Background: an optimization exercise with open tools, aiming at small area and a short achievable clock period. Do not read the settings as production practice.
Power figures rest on the tool's default switching activity, not on a simulated workload.

==> module RAM_FINAL, before the edit <==
module RAM_FINAL (
    input clk , rst , rx_valid ,
    input [0:9] din ,
    output reg tx_valid ,
    output reg [0:7] dout
);
reg [7:0] waddr, raddr;
reg [0:7] wdata;
reg [0:7] pf;
reg [2:0] q;
reg r;
reg ready;
wire clearing = ~ready;
reg wr_hit;
reg wr_flag;
reg [3:0] k;
reg rd_seen;
wire [3:0] k_next = {k[2] & k[1] & k[0], k[2] ^ (k[1] & k[0]), k[1] ^ k[0], ~k[0]};
wire [2:0] q_next = {q[2] ^ ~(q[1] | q[0]), q[1] ^ ~q[0], ~q[0]};
wire wr_now = wr_flag & ~k[3] & wr_hit;
wire [0:7] wval = clearing ? 8'd0 : wdata;
wire [0:7] wx = wval ^ {8{r}};
wire [0:7] last [0:31];
genvar g;
generate
    for (g = 0; g < 32; g = g + 1) begin : g_ring
        reg [0:7] s0, s1, s2, s3, s4, s5, s6, s7;
        wire sel = clearing | (wr_now & (waddr[7:3] == g));
        always @ (posedge clk)
        begin
            s0 <= ~(sel ? wx : s7);
            s1 <= s0;
            s2 <= s1;
            s3 <= s2;
            s4 <= s3;
            s5 <= s4;
            s6 <= s5;
            s7 <= s6;
        end
        assign last[g] = s7;
    end
endgenerate
wire [0:7] m1 [0:7];
wire [0:7] m2 [0:1];
genvar h;
generate
    for (h = 0; h < 8; h = h + 1) begin : g_m1
        assign m1[h] = last[4 * h + raddr[4:3]];
    end
    for (h = 0; h < 2; h = h + 1) begin : g_m2
        assign m2[h] = m1[4 * h + raddr[6:5]];
    end
endgenerate
wire [0:7] tap = m2[raddr[7]];
wire fwd = clearing | (wr_now & (waddr == raddr));
always @ (posedge clk or negedge rst)
begin
    if (!rst)
    begin
        q <= 3'd0;
        r <= 1'b0;
        ready <= 1'b0;
    end
    else
    begin
        q <= q_next;
        if (q == 3'd0) r <= ~r;
        if (q == 3'd1) ready <= 1'b1;
    end
end
reg [0:7] tq;
reg tq_ok;
always @ (posedge clk)
begin
    tq <= tap ^ {8{r}};
    tq_ok <= (raddr[2:0] == q) & ~fwd;
    if (fwd) pf <= wval;
    else if (tq_ok) pf <= tq;
end
always @ (posedge clk)
    wr_hit <= (waddr[2:0] == q_next);
always @ (posedge clk)
begin
    if (rx_valid && din[0:1] == 2'b01) wdata <= din[2:9];
    if (rx_valid && din[0:1] == 2'b11) dout <= pf;
end
always @ (posedge clk or negedge rst)
begin
    if (!rst)
    begin
        waddr <= 8'd0;
        raddr <= 8'd0;
        tx_valid <= 1'b0;
        k <= 4'd0;
        rd_seen <= 1'b0;
        wr_flag <= 1'b0;
    end
    else
    begin
        if (rx_valid)
        begin
            wr_flag <= (din[0:1] == 2'b01);
            case (din[0:1])
                2'b00: begin
                    waddr <= din[2:9];
                    tx_valid <= 1'b0;
                    k <= 4'd0;
                end
                2'b01: begin
                    tx_valid <= 1'b0;
                    k <= 4'd0;
                end
                2'b10: begin
                    raddr <= din[2:9];
                    k <= 4'd0;
                end
                2'b11: begin
                    tx_valid <= 1'b1;
                    rd_seen <= 1'b1;
                    if (!rd_seen) k <= 4'd0;
                end
            endcase
        end
        else if (!k[3])
        begin
            tx_valid <= rd_seen;
            k <= k_next;
        end
        else tx_valid <= 1'b0;
    end
end
endmodule
==> module SPI_SLAVE_FINAL, before the edit <==
module SPI_SLAVE_FINAL(
    input MOSI , clk , rst ,
    tx_valid , ss_n ,
    input [0:7] tx_data ,
    output reg MISO , rx_valid ,
    output reg [0:9] rx_data );
reg [3:0] i;
reg [1:0] cs;
localparam IDLE = 2'b00,
CHK_CMD = 2'b01,
WRITE = 2'b10;
function [3:0] inc;
    input [3:0] v;
    case (v)
        4'd0: inc = 4'd1;
        4'd1: inc = 4'd2;
        4'd2: inc = 4'd3;
        4'd3: inc = 4'd4;
        4'd4: inc = 4'd5;
        4'd5: inc = 4'd6;
        4'd6: inc = 4'd7;
        4'd7: inc = 4'd8;
        4'd8: inc = 4'd9;
        default: inc = 4'd0;
    endcase
endfunction
wire send = (cs == CHK_CMD) & ~ss_n & tx_valid;
wire recv = (cs == WRITE) & (~ss_n | (i == 4'd9));
always @ (posedge clk)
begin
    if (cs == IDLE) i <= 4'd0;
    else if (send | (recv & ~ss_n)) i <= inc(i);
    if (cs == IDLE) rx_data <= 10'b0;
    else if (recv) rx_data <= {rx_data[1:9], MOSI};
end
always @ (posedge clk or negedge rst)
begin
if (!rst)
    begin
        MISO <= 1'b0;
        rx_valid <= 1'b0;
        cs <= IDLE;
    end
else
    begin
        rx_valid <= recv & (i == 4'd9);
        if (cs == IDLE) MISO <= 1'b0;
        else if (send) MISO <= ~i[3] & tx_data[i[2:0]];
        case (cs)
            CHK_CMD: cs <= ss_n ? IDLE : (tx_valid ? (i[3] ? IDLE : CHK_CMD) : WRITE);
            WRITE:   cs <= (ss_n | (i == 4'd9)) ? IDLE : WRITE;
            default: cs <= ss_n ? IDLE : CHK_CMD;
        endcase
    end
end
endmodule
make LEC_CHECK=0 CAP_MARGIN=15 CELL_PAD_IN_SITES_DETAIL_PLACEMENT=1 CORE_MARGIN=2 CORE_UTILIZATION=50 CTS_CLUSTER_DIAMETER=80 CTS_CLUSTER_SIZE=32 PLACE_DENSITY=0.6 SETUP_SLACK_MARGIN=4.85 SLEW_MARGIN=15 finish   # period 7.5 ns
run.sh (not shown) runs the stock make flow with config.mk's settings and CLKGATE_MAP_FILE= SYNTH_SCRIPT=/design/flow/synth_recipe.tcl, a recipe that flattens the netlist after the stock synthesis.
==> next run, changes <==
--- a/flow/design.v
+++ b/flow/design.v
@@ -8,17 +8,15 @@
 reg [0:7] wdata;
 reg [0:7] pf;
 reg [2:0] q;
 reg r;
-reg ready;
-wire clearing = ~ready;
-reg wr_hit;
+reg clearing;
 reg wr_flag;
 reg [3:0] k;
 reg rd_seen;
 wire [3:0] k_next = {k[2] & k[1] & k[0], k[2] ^ (k[1] & k[0]), k[1] ^ k[0], ~k[0]};
 wire [2:0] q_next = {q[2] ^ ~(q[1] | q[0]), q[1] ^ ~q[0], ~q[0]};
-wire wr_now = wr_flag & ~k[3] & wr_hit;
+wire wr_now = wr_flag & ~k[3] & (waddr[2:0] == q);
 wire [0:7] wval = clearing ? 8'd0 : wdata;
 wire [0:7] wx = wval ^ {8{r}};
 wire [0:7] last [0:31];
 genvar g;
@@ -39,47 +37,29 @@
         end
         assign last[g] = s7;
     end
 endgenerate
-wire [0:7] m1 [0:7];
-wire [0:7] m2 [0:1];
-genvar h;
-generate
-    for (h = 0; h < 8; h = h + 1) begin : g_m1
-        assign m1[h] = last[4 * h + raddr[4:3]];
-    end
-    for (h = 0; h < 2; h = h + 1) begin : g_m2
-        assign m2[h] = m1[4 * h + raddr[6:5]];
-    end
-endgenerate
-wire [0:7] tap = m2[raddr[7]];
 wire fwd = clearing | (wr_now & (waddr == raddr));
 always @ (posedge clk or negedge rst)
 begin
     if (!rst)
     begin
-        q <= 3'd0;
+        q <= 3'd7;
         r <= 1'b0;
-        ready <= 1'b0;
+        clearing <= 1'b1;
     end
     else
     begin
         q <= q_next;
         if (q == 3'd0) r <= ~r;
-        if (q == 3'd1) ready <= 1'b1;
+        if (q == 3'd0) clearing <= 1'b0;
     end
 end
-reg [0:7] tq;
-reg tq_ok;
 always @ (posedge clk)
 begin
-    tq <= tap ^ {8{r}};
-    tq_ok <= (raddr[2:0] == q) & ~fwd;
     if (fwd) pf <= wval;
-    else if (tq_ok) pf <= tq;
+    else if (raddr[2:0] == q) pf <= last[raddr[7:3]] ^ {8{r}};
 end
-always @ (posedge clk)
-    wr_hit <= (waddr[2:0] == q_next);
 always @ (posedge clk)
 begin
     if (rx_valid && din[0:1] == 2'b01) wdata <= din[2:9];
     if (rx_valid && din[0:1] == 2'b11) dout <= pf;
@@ -157,14 +137,16 @@
     endcase
 endfunction
 wire send = (cs == CHK_CMD) & ~ss_n & tx_valid;
 wire recv = (cs == WRITE) & (~ss_n | (i == 4'd9));
+integer j;
 always @ (posedge clk)
 begin
     if (cs == IDLE) i <= 4'd0;
     else if (send | (recv & ~ss_n)) i <= inc(i);
-    if (cs == IDLE) rx_data <= 10'b0;
-    else if (recv) rx_data <= {rx_data[1:9], MOSI};
+    for (j = 0; j < 10; j = j + 1)
+        if (cs == IDLE) rx_data[j] <= 1'b0;
+        else if (recv && i == j) rx_data[j] <= MOSI;
 end
 always @ (posedge clk or negedge rst)
 begin
 if (!rst)
Outcome: Cell area went up by about 2.6%; core utilization rises by 0.78 points; total power falls by 0.64%; worst setup slack gets worse by 0.071 ns; routed wire length grows by about 35%; sequential share of layout area went down by 2.4 points; first-iteration DRC count goes up by about 46%; fmax falls by 2.6%; synthesized area climbs by about 0.8%.
No functional check of the RTL was part of any run of this note.

[what the ideal ports hide]
The results above use ideal ports. As a check the final layouts listed here were re-extracted and re-timed, cells and wires unchanged. Step 1: set_driving_cell puts a clkbuf_16 on clk and a buf_2 on each other input, an assumption about the parent block. Step 2 moves the port delays by t, midway between the first and last clock arrival at a register: inputs arrive t later, outputs are due t later. That takes back most of the time a late clock gives input paths. Slacks: ideal ports / drivers / drivers and shift; pairs: ideal ports / drivers.
run	t (ns)	setup WS [ns]	hold WS [ns]	slew at the worst register clock pin (ns)	worst slew at a driven data input, ns
the first run	0.730	4.802 / 4.739 / 4.252	0.306 / 0.306 / 0.306	0.12 / 0.12	0.03
the second run	0.750	4.731 / 4.731 / 4.227	0.311 / 0.311 / 0.311	0.12 / 0.12	0.03
After both steps every run listed still meets setup and hold. The setup slack of the first run, which loses most, moves by -0.063 ns with the drivers and by -0.550 ns with both steps.
